Context: an optimization exercise on an open-source flow, tuned for small area. The choices shown serve that exercise and are no tape-out recipe.
The RTL was checked by simulation tests, not by an equivalence proof against the original design.
The flow treats the clock pin as an ideal source. Dropping or thinning the clock tree relies on that and would not hold on a real chip.
No activity file was given, so power comes from the tool's default toggle rates.

juniper:
// TimeClock
module TimeClock(
    input i_clk,
    input i_reset,
    input i_modeSW,
    input i_OnOffSW,
    output [3:0] o_FND_Digit,
    output [7:0] o_FND_Font
    );
For scale: ~29 flip-flops, about 16 I/O pins.
==> flow/config.mk <==
export PLATFORM = sky130hd
export DESIGN_NAME = TimeClock
export DESIGN_NICKNAME = TimeClock
export VERILOG_FILES = /design/flow/design.v
export SDC_FILE = /design/flow/constraint.sdc
export NUM_CORES = 4
export LEC_CHECK = 0
export CAP_MARGIN = 20
export CORE_MARGIN = 2
export CORE_UTILIZATION = 40
export SLEW_MARGIN = 20
==> flow/constraint.sdc <==
create_clock -name core_clock -period 10.0 [get_ports {i_clk}]
set_input_delay 2.0000 -clock core_clock [delete_from_list [all_inputs] [get_ports {i_clk}]]
set_output_delay 2.0000 -clock core_clock [all_outputs]
set_load 0.01 [all_outputs]
standard.sh (not shown) runs the stock make flow with config.mk's settings and CLKGATE_MAP_FILE= SYNTH_SCRIPT=/design/flow/synth_recipe.tcl, a recipe that flattens the netlist after the stock synthesis.
==> flow/flow/run.sh <==
#!/bin/bash
# Layout flow: the standard flow (standard.sh) with two changes:
#  - synthesis runs synth_recipe.tcl unchanged except that ABC maps for area
#    (flow/abc_area.script) and Yosys's extract_fa step is skipped, so that
#    half-adder cells do not block ABC's optimisation;
#  - port buffers use the smallest buffer, sky130_fd_sc_hd__buf_1.
# Every tool's output goes to a log file in this folder.
set -euo pipefail
W=$(pwd)
cat > "$W/own_synth.tcl" <<TCL
proc abc {args} {
  set i [lsearch \$args -script]
  set args [lreplace \$args [expr {\$i + 1}] [expr {\$i + 1}] {$W/flow/abc_area.script}]
  yosys abc {*}\$args
}
proc extract_fa {args} { }
source {$W/synth_recipe.tcl}
TCL
sed "s#SYNTH_SCRIPT=[^ ]*synth_recipe.tcl#SYNTH_SCRIPT=$W/own_synth.tcl#" standard.sh > own_standard.sh
grep -q "SYNTH_SCRIPT=$W/own_synth.tcl" own_standard.sh
export BUFFER_PORTS_ARGS="-buffer_cell sky130_fd_sc_hd__buf_1"
export CTS_ARGS="-buf_list sky130_fd_sc_hd__clkbuf_4 -root_buf sky130_fd_sc_hd__clkbuf_4 -sink_clustering_enable -sink_clustering_size 40 -sink_clustering_max_diameter 300 -dont_use_dummy_load -repair_clock_nets"
bash own_standard.sh synth > "$W/synth.log" 2>&1
bash own_standard.sh finish > "$W/layout.log" 2>&1
test -s out/final.def
==> flow/flow/abc_area.script <==
&get -n
&st
&dch -f
&nf -R 1000 -p
&put
topo
#### Input delta (garnet over juniper)
==> flow/run.sh (new file) <==
#!/bin/bash
# synth_recipe.tcl (not shown) runs the flow's synth.tcl, then flattens the netlist and writes it again
# the make line also repeats each setting of config.mk as NAME=value (left out here)
make -C /OpenROAD-flow-scripts/flow DESIGN_CONFIG=/design/flow/config.mk WORK_HOME=/design/flow/orfs CLKGATE_MAP_FILE= SYNTH_SCRIPT=/design/flow/synth_recipe.tcl finish
removed: flow/flow/run.sh
removed: flow/flow/abc_area.script
removed: flow/standard.sh
--- outcome ---
- garnet vs. juniper: post-route cell area shows an increase of 31%; net count of the mapped netlist +39%; met3 layer wire length in the routed design saw an increase; area after synthesis shows an increase of about 27%; initial standard-cell utilization of the core dropped 0.46 points.
- Taking juniper as the reference point, the adder-cell area share of the yosys netlist of garnet rises by 6.5 points.
--- input diff garnet..xenon ---
==> flow/flow/run.sh (new file) <==
#!/bin/bash
# Layout flow: the standard flow (standard.sh) with two changes:
#  - synthesis runs synth_recipe.tcl unchanged except that ABC maps for area
#    (flow/abc_area.script) and Yosys's extract_fa step is skipped, so that
#    half-adder cells do not block ABC's optimisation;
#  - port buffers use the smallest buffer, sky130_fd_sc_hd__buf_1.
# Every tool's output goes to a log file in this folder.
set -euo pipefail
W=$(pwd)
cat > "$W/own_synth.tcl" <<TCL
proc abc {args} {
  set i [lsearch \$args -script]
  set args [lreplace \$args [expr {\$i + 1}] [expr {\$i + 1}] {$W/flow/abc_area.script}]
  yosys abc {*}\$args
}
proc extract_fa {args} { }
source {$W/synth_recipe.tcl}
TCL
sed "s#SYNTH_SCRIPT=[^ ]*synth_recipe.tcl#SYNTH_SCRIPT=$W/own_synth.tcl#" standard.sh > own_standard.sh
grep -q "SYNTH_SCRIPT=$W/own_synth.tcl" own_standard.sh
export BUFFER_PORTS_ARGS="-buffer_cell sky130_fd_sc_hd__buf_1"
bash own_standard.sh synth > "$W/synth.log" 2>&1
bash own_standard.sh finish > "$W/layout.log" 2>&1
test -s out/final.def
==> flow/flow/abc_area.script (new file) <==
&get -n
&st
&dch -f
&nf -R 1000 -p
&put
topo
==> flow/standard.sh (new file) <==
#!/bin/bash
# synth_recipe.tcl (not shown) runs the flow's synth.tcl, then flattens the netlist and writes it again
# the make line also repeats each setting of config.mk as NAME=value (left out here)
make -C /OpenROAD-flow-scripts/flow DESIGN_CONFIG=/design/flow/config.mk WORK_HOME=/design/flow/orfs CLKGATE_MAP_FILE= SYNTH_SCRIPT=/design/flow/synth_recipe.tcl "${@:-finish}"
removed: flow/run.sh
--- outcome ---
Against garnet, xenon reports a wire length per cell that is lower. xenon ended up with a lower via count than garnet did. In terms of met2 demand-to-capacity share in global routing, xenon and garnet differ only marginally. A most common cell after layout, fill and taps aside of sky130_fd_sc_hd__nand2_1 is what garnet shows, while sky130_fd_sc_hd__dfrtp_1 belongs to xenon. In the final design statistics, xenon uses fewer standard cells in total than garnet. xenon vs. garnet: total routed wire length on the met1 layer shrank by 610 um; switching power total shrank by 6.1%; worst hold margin shrank by 0.033 ns.
What ember does differently from xenon at the input level:
-- flow/flow/run.sh --
<<< xenon, line 21
export BUFFER_PORTS_ARGS="-buffer_cell sky130_fd_sc_hd__buf_1"
bash own_standard.sh synth > "$W/synth.log" 2>&1
>>> ember, line 21
export BUFFER_PORTS_ARGS="-buffer_cell sky130_fd_sc_hd__buf_1"
export CTS_ARGS="-buf_list sky130_fd_sc_hd__clkbuf_8 -root_buf sky130_fd_sc_hd__clkbuf_8 -sink_clustering_enable -sink_clustering_size 40 -sink_clustering_max_diameter 300 -dont_use_dummy_load -repair_clock_nets"
bash own_standard.sh synth > "$W/synth.log" 2>&1
## What came out
ember completed; timing, DRC and antenna clean
Total leakage power: higher on xenon
ember gives more part of the power in registers than xenon did.
On part of the total power dissipated in combinational logic, xenon and ember are neck and neck.
Relative to xenon, cell area after layout has gone down in ember.
Summary of ember over xenon: maximum VDD drop now sits higher; final clock period utilization by the worst path climbed 0.55 points; fraction of area in registers higher; clock-buffer cell count has decreased; via count went up.
Compared with xenon, ember shows a higher via-per-instance ratio.
Total global routing track utilization delta (ember -> xenon): insignificant

========
run A:
Another version of the RTL of TimeClock (not shown whole).
Size: roughly 28 flip-flops, roughly 16 I/O pins, roughly 0.0014 mm2 of cells after synthesis.
Settings: LEC_CHECK=0, CAP_MARGIN=0, CORE_MARGIN=2, CORE_UTILIZATION=40, SLEW_MARGIN=0; clock period 10.0 ns.
==> flow/flow/run.sh <==
#!/bin/bash
# Layout flow: the standard flow (standard.sh) with these changes:
#  - synthesis runs synth_recipe.tcl unchanged except that ABC maps the design
#    with several ABC scripts and keeps the smallest result, and Yosys's
#    extract_fa step is skipped (flow/multi_abc.tcl);
#  - port buffers use the smallest buffer, sky130_fd_sc_hd__buf_1;
#  - after CTS, its H-tree is replaced by three clock buffers fed from the
#    clock port, each driving a third of the registers (flow/post_cts.tcl).
# Every tool's output goes to a log file in this folder.
set -euo pipefail
W=$(pwd)
export FLOW_WORK="$W" FLOW_FLOW_DIR="$W/flow"
cat > "$W/own_synth.tcl" <<TCL
source {$W/flow/multi_abc.tcl}
source {$W/synth_recipe.tcl}
TCL
sed "s#SYNTH_SCRIPT=[^ ]*synth_recipe.tcl#SYNTH_SCRIPT=$W/own_synth.tcl#" standard.sh > own_standard.sh
grep -q "SYNTH_SCRIPT=$W/own_synth.tcl" own_standard.sh
export BUFFER_PORTS_ARGS="-buffer_cell sky130_fd_sc_hd__buf_1"
export POST_CTS_TCL="$W/flow/post_cts.tcl"
bash own_standard.sh synth > "$W/synth.log" 2>&1
bash own_standard.sh finish > "$W/layout.log" 2>&1
test -s out/final.def
Other scripts of this flow, unchanged in this note and not shown: flow/flow/clkbufs.tcl, flow/flow/multi_abc.tcl, flow/flow/post_cts.tcl
Run A: done, clean on timing, DRC and antenna
#### Input delta (run B over run A)
# run A
export LEC_CHECK = 0
export CAP_MARGIN = 0
export CORE_MARGIN = 2
export CORE_UTILIZATION = 40
export SLEW_MARGIN = 0
create_clock -name core_clock -period 10.0 [get_ports {i_clk}]
# run B
export LEC_CHECK = 0
export CAP_MARGIN = 20
export CORE_MARGIN = 2
export CORE_UTILIZATION = 40
export SLEW_MARGIN = 20
create_clock -name core_clock -period 10.0 [get_ports {i_clk}]
==> summary.txt <==
- Run B -> run A: multiplexer area fraction after synthesis delta 0, exact match
- The total power draw on run A is in line with that on run B.
- Area of all placed cells without fillers delta (run B − run A): unfavourable
- In terms of multi-input combinational area share, run A and run B differ only marginally.
- Any difference in length of routed met2 wiring between run B and run A is small enough to ignore.
- As far as final sum of negative setup slack goes, run B and run A are indistinguishable; the numbers are identical.
- Run B: routed wire length higher than run A
- On flip-flop and latch share of the layout cell area, run A tracks run B almost exactly.
In every run of this note, the design's own scripts or RTL, not TritonCTS, make the clock network.

==> static timing again, ports no longer ideal <==
The flow's constraints put no driver on any port. The routed layouts listed below were extracted and timed again, unchanged, in two steps.
Step 1: set_driving_cell puts a clkbuf_16 on i_clk and a buf_2 on each other input, an assumption about the parent block.
Step 2, shift: input delay + t, output delay - t, t = (earliest + latest rising clock arrival at the registers) / 2. This alone moves slack from input paths to output paths.
Three values: ideal ports, drivers, drivers and shift; two values: the first two.
| run | shift t [ns] | setup slack, ns | worst setup path after step 2 | worst register clock-pin slew, ns | worst slew at a driven data input, ns |
|---|---|---|---|---|---|
| juniper | 0.344 | 3.593 / 3.560 / 3.560 | input to output | 0.08 / 0.08 | 0.03 |
| garnet | 0.306 | 3.105 / 3.072 / 3.072 | input to output | 0.06 / 0.06 | 0.04 |
| xenon | 0.301 | 3.599 / 3.565 / 3.565 | input to output | 0.06 / 0.06 | 0.03 |
| ember | 0.299 | 3.544 / 3.510 / 3.510 | input to output | 0.06 / 0.06 | 0.03 |
| run A | 0.188 | 4.371 / 4.350 / 4.350 | input to output | 0.11 / 0.11 | 0.03 |
| run B | 0.189 | 4.382 / 4.360 / 4.360 | input to output | 0.11 / 0.11 | 0.03 |
After both steps setup and hold are still met in every run listed.
